Context: an optimization exercise on an open-source flow, tuned for small area, a short achievable clock period and few clock cycles. The choices shown serve that exercise and are no tape-out recipe.
Only simulation tests tie the RTL to the original design; equivalence was not proved.
Power is estimated from default activity; no workload was simulated.

pepper:
==> flow/design.v (excerpt) <==
module top_module(ans,sign,overflow,car,done,a,b,con,start,clk,rst);
    input [7:0] a;
    input [7:0] b;
    input [2:0] con;
    input start;
    input clk;
    input rst;
    output sign;
    output reg car,overflow,done;
    output [15:0] ans;
    function [10:0] add10;
        input [9:0] x;
        input [9:0] y;
        input       ci;
        reg   [9:0] g, p, gg, pp, gn, pn;
        integer k, l;
        begin
            g = x & y;
            p = x ^ y;
            g[0] = g[0] | (p[0] & ci);
            gg = g;
            pp = p;
            for (l = 1; l < 16; l = l * 2) begin
                gn = gg;
                pn = pp;
                for (k = 0; k < 10; k = k + 1)
                    if ((k / l) % 2 == 1) begin
                        gn[k] = gg[k] | (pp[k] & gg[(k / l) * l - 1]);
                        pn[k] = pp[k] & pp[(k / l) * l - 1];
                    end
                gg = gn;
                pp = pn;
            end
            add10 = {gg[9], p ^ {gg[8:0], ci}};
        end
    endfunction
    reg [15:0] R;       
    reg [7:0]  X;       
    reg [9:0]  Z;       
    reg [2:0]  cnt;     
    reg        c_neg;   
    reg        sa;      
    reg        mbusy, dbusy;
    reg        mflag;   
    assign ans = R;
    assign sign = mflag ? R[15] : R[7];
    wire idle = ~mbusy & ~dbusy;
    wire is_add = (con == 3'b000);
    wire is_sub = (con == 3'b001);
    wire is_mul = (con == 3'b010);
    wire is_div = (con == 3'b011);
    wire is_and = (con == 3'b100);
    wire is_or  = (con == 3'b101);
    wire is_not = (con == 3'b110);
    wire is_xor = (con == 3'b111);
    wire arith  = is_add | is_sub;
    wire [7:0]  bx  = b ^ {8{is_sub}};
    wire [9:0]  ain = is_mul ? {{2{a[7]}}, a} : {2'b00, a};
    wire [9:0]  bin = is_mul ? {a[7], a, 1'b0} : {2'b00, bx};
    wire [10:0] sumc = add10(ain, bin, is_sub);
    wire [9:0]  sum = sumc[9:0];
    wire        ov  = (a[7] == bx[7]) && (sum[7] != a[7]);
    function [7:0] mthermo;
        input [7:0] x;
        integer k;
        begin
            for (k = 0; k < 8; k = k + 1)
                mthermo[k] = x[7] ? ~((&((x >> k) | (8'hff << (8 - k)))) & (|(x << (8 - k))))
  ...
Size in the first run: roughly 910 cells after synthesis, roughly 45 flip-flops, roughly 42 I/O pins, about 0.0053 mm² of cells after synthesis.
clock: 5.0 ns
lec_check: 0
abc_area: 1
cap_margin: 20
core_margin: 2
core_utilization: 50
place_density: 0.65
setup_slack_margin: 2.0
slew_margin: 20
standard.sh (not shown) runs the stock make flow with config.mk's settings and CLKGATE_MAP_FILE= SYNTH_SCRIPT=/design/flow/synth_recipe.tcl, a recipe that flattens the netlist after the stock synthesis.
==> flow/flow/run.sh <==
#!/bin/bash
# Standard layout, with fast input/output buffers, sizing not tied to the cell
# footprint, and adders left to ABC (no full/half-adder cell extraction).
set -euo pipefail
bash standard.sh MATCH_CELL_FOOTPRINT=0 "BUFFER_PORTS_ARGS=-buffer_cell sky130_fd_sc_hd__buf_2" ADDER_MAP_FILE= finish > standard_flow.log 2>&1
Testbench counts of pepper, summed over its fixed seeds: cycles 4,866.
diff inputs: pepper => zinc
==> flow/run.sh (new file) <==
#!/bin/bash
# synth_recipe.tcl (not shown) runs the flow's synth.tcl, then flattens the netlist and writes it again
# the make line also repeats each setting of config.mk as NAME=value (left out here)
make -C /OpenROAD-flow-scripts/flow DESIGN_CONFIG=/design/flow/config.mk WORK_HOME=/design/flow/orfs CLKGATE_MAP_FILE= SYNTH_SCRIPT=/design/flow/synth_recipe.tcl finish
removed: flow/flow/run.sh
removed: flow/standard.sh
Results
- Portion of the clock cycle consumed by the worst path in the final layout up 11 points in zinc wrt pepper
- Against pepper, highest ir drop seen on vdd in zinc rose by more than half.
- The total power in zinc sits 35% above the value recorded for pepper.
- Diff pepper -> zinc: total placed cells including tap cells lost 7.6%; longest individual stage delay on the worst path has increased; total of cells resized after clock tree synthesis went up 220.
Inputs modified between zinc and raven:
==> flow/flow/run.sh (new file) <==
#!/bin/bash
# Standard layout, with fast input/output buffers, sizing not tied to the cell
# footprint, and adders left to ABC (no full/half-adder cell extraction).
set -euo pipefail
bash standard.sh MATCH_CELL_FOOTPRINT=0 "BUFFER_PORTS_ARGS=-buffer_cell sky130_fd_sc_hd__buf_2" ADDER_MAP_FILE= finish > standard_flow.log 2>&1
==> flow/standard.sh (new file) <==
#!/bin/bash
# synth_recipe.tcl (not shown) runs the flow's synth.tcl, then flattens the netlist and writes it again
# the make line also repeats each setting of config.mk as NAME=value (left out here)
make -C /OpenROAD-flow-scripts/flow DESIGN_CONFIG=/design/flow/config.mk WORK_HOME=/design/flow/orfs CLKGATE_MAP_FILE= SYNTH_SCRIPT=/design/flow/synth_recipe.tcl "${@:-finish}"
diff --git a/flow/config.mk b/flow/config.mk
--- a/flow/config.mk
+++ b/flow/config.mk
@@ -10,5 +10,5 @@
 export CORE_MARGIN = 2
 export CORE_UTILIZATION = 50
-export PLACE_DENSITY = 0.65
+export PLACE_DENSITY = 0.85
 export SETUP_SLACK_MARGIN = 2.0
 export SLEW_MARGIN = 20
removed: flow/run.sh
==> comparison <==
raven vs. zinc: final worst hold slack picked up an extra 0.025 ns, share of the synthesized area in compound gates (AO/OA/AOI/OAI) increased by 0.77 points relative to the old numbers, global router's overall resource usage went down, share of the clock period used by the worst path after layout fell by 10 points, number of combinational gates with multiple inputs has increased. Looking at clock period minus worst slack, raven sits 0.50 ns below zinc. Comparing design area for raven and zinc, the bigger number came from zinc. raven reports a higher proportion of cell area occupied by registers than zinc does. Capture point of the worst path: R[2] -> raven, R[10] -> zinc. Comparing zinc with raven, the clock skew came out essentially unchanged. For raven, the cell type of the slowest stage on the worst timing path was a2111oi_0, unlike zinc, where it was fa_2.
The following lists how nickel was set up differently from raven:
diff --git a/flow/config.mk b/flow/config.mk
--- a/flow/config.mk
+++ b/flow/config.mk
@@ -10,5 +10,5 @@
 export CORE_MARGIN = 2
 export CORE_UTILIZATION = 50
-export PLACE_DENSITY = 0.85
-export SETUP_SLACK_MARGIN = 2.0
+export PLACE_DENSITY = 0.65
+export SETUP_SLACK_MARGIN = 2.1
 export SLEW_MARGIN = 20
--- outcome ---
Number of buffers created by CTS: raven vs nickel identical
Routed wire length delta for nickel relative to raven: 8.3% higher
Clock-buffer cell count down 2 in nickel wrt raven
Launch point of the critical path: mbusy -> nickel, con[1] -> raven
> inputs changed (nickel -> ember)
diff --git a/flow/config.mk b/flow/config.mk
--- a/flow/config.mk
+++ b/flow/config.mk
@@ -11,4 +11,4 @@
 export CORE_UTILIZATION = 50
 export PLACE_DENSITY = 0.65
-export SETUP_SLACK_MARGIN = 2.1
+export SETUP_SLACK_MARGIN = 2.4
 export SLEW_MARGIN = 20
[summary]
ember: PASS, flow complete, no timing, DRC or antenna violations. Looking at HPWL after detailed placement, ember sits about 0.64% higher than nickel does. Inverter count ended up 1 lower on ember than on nickel. Changes observed in ember relative to nickel: fraction of area in registers went down by 3.3 points, utilization now larger. Xor and xnor fraction of the mapped netlist area: ember vs nickel identical. nickel consumes less power than ember. On clock power, ember and nickel are basically level. Cmp ember and nickel / fraction of layout instances using a drive strength above 1 / lower: nickel. Looking at share of power burned in combinational logic, ember sits 5.1 points higher than nickel does.
Input-level comparison between garnet and ember:
diff --git a/flow/config.mk b/flow/config.mk
--- a/flow/config.mk
+++ b/flow/config.mk
@@ -11,4 +11,4 @@
 export CORE_UTILIZATION = 50
 export PLACE_DENSITY = 0.65
-export SETUP_SLACK_MARGIN = 2.4
+export SETUP_SLACK_MARGIN = 1.1
 export SLEW_MARGIN = 20
==> notes.md <==
- Looking at sequential share of layout area, garnet sits above ember.
- Power: garnet draws less than ember
- Compared to ember, garnet leaves more free space in the core.
- Maximum resistive drop on vdd (lower): garnet
- Compared garnet against ember; sequential power within noise.
- The via count reported for garnet is lower than the one for ember.
- When garnet is measured against ember, its first-pass GRT wire length turns out 1500 µm lower.
- Worst hold margin: garnet vs ember, no meaningful difference
- ember reports its first element of the critical path as b[6] while garnet reports dbusy.
- The setup slack of garnet is smaller than that of ember.
- In garnet, ratio of final minimum period to clock period is higher than in ember.
- Delay of the slowest cell on the worst path: lower on ember

## separate check: timing with driven ports
Ports are ideal in the flow. The routed layouts listed here were re-timed in OpenROAD. Step 1: set_driving_cell puts a clkbuf_16 on clk and a buf_2 on each other input, an assumption about the parent block. Step 2 adds t to the input delays and takes it off the output delays; t is the mean of the earliest and latest rising clock arrival at the registers after step 1. Input paths then give back, and output paths get back, about the clock's delay inside the block. a / b / c = ideal ports / drivers / drivers and shift; a / b = the first two.
run	shift t [ns]	setup WS [ns]	hold slack, ns	slew at the worst register clock pin (ns)
pepper	0.341	2.194 / 2.209 / 1.868	0.487 / 0.487 / 0.487	0.10 / 0.10
zinc	0.335	1.666 / 1.648 / 1.313	0.465 / 0.465 / 0.465	0.09 / 0.09
raven	0.338	2.169 / 2.183 / 1.845	0.489 / 0.489 / 0.489	0.09 / 0.09
nickel	0.343	2.235 / 2.235 / 1.925	0.485 / 0.485 / 0.485	0.10 / 0.10
ember	0.340	2.393 / 2.364 / 2.024	0.486 / 0.486 / 0.486	0.10 / 0.10
garnet	0.336	1.613 / 1.613 / 1.605	0.483 / 0.483 / 0.483	0.10 / 0.10
After both steps setup and hold are still met in every run listed. The setup slack of ember, which loses most, moves by -0.029 ns with the drivers and by -0.369 ns with both steps.
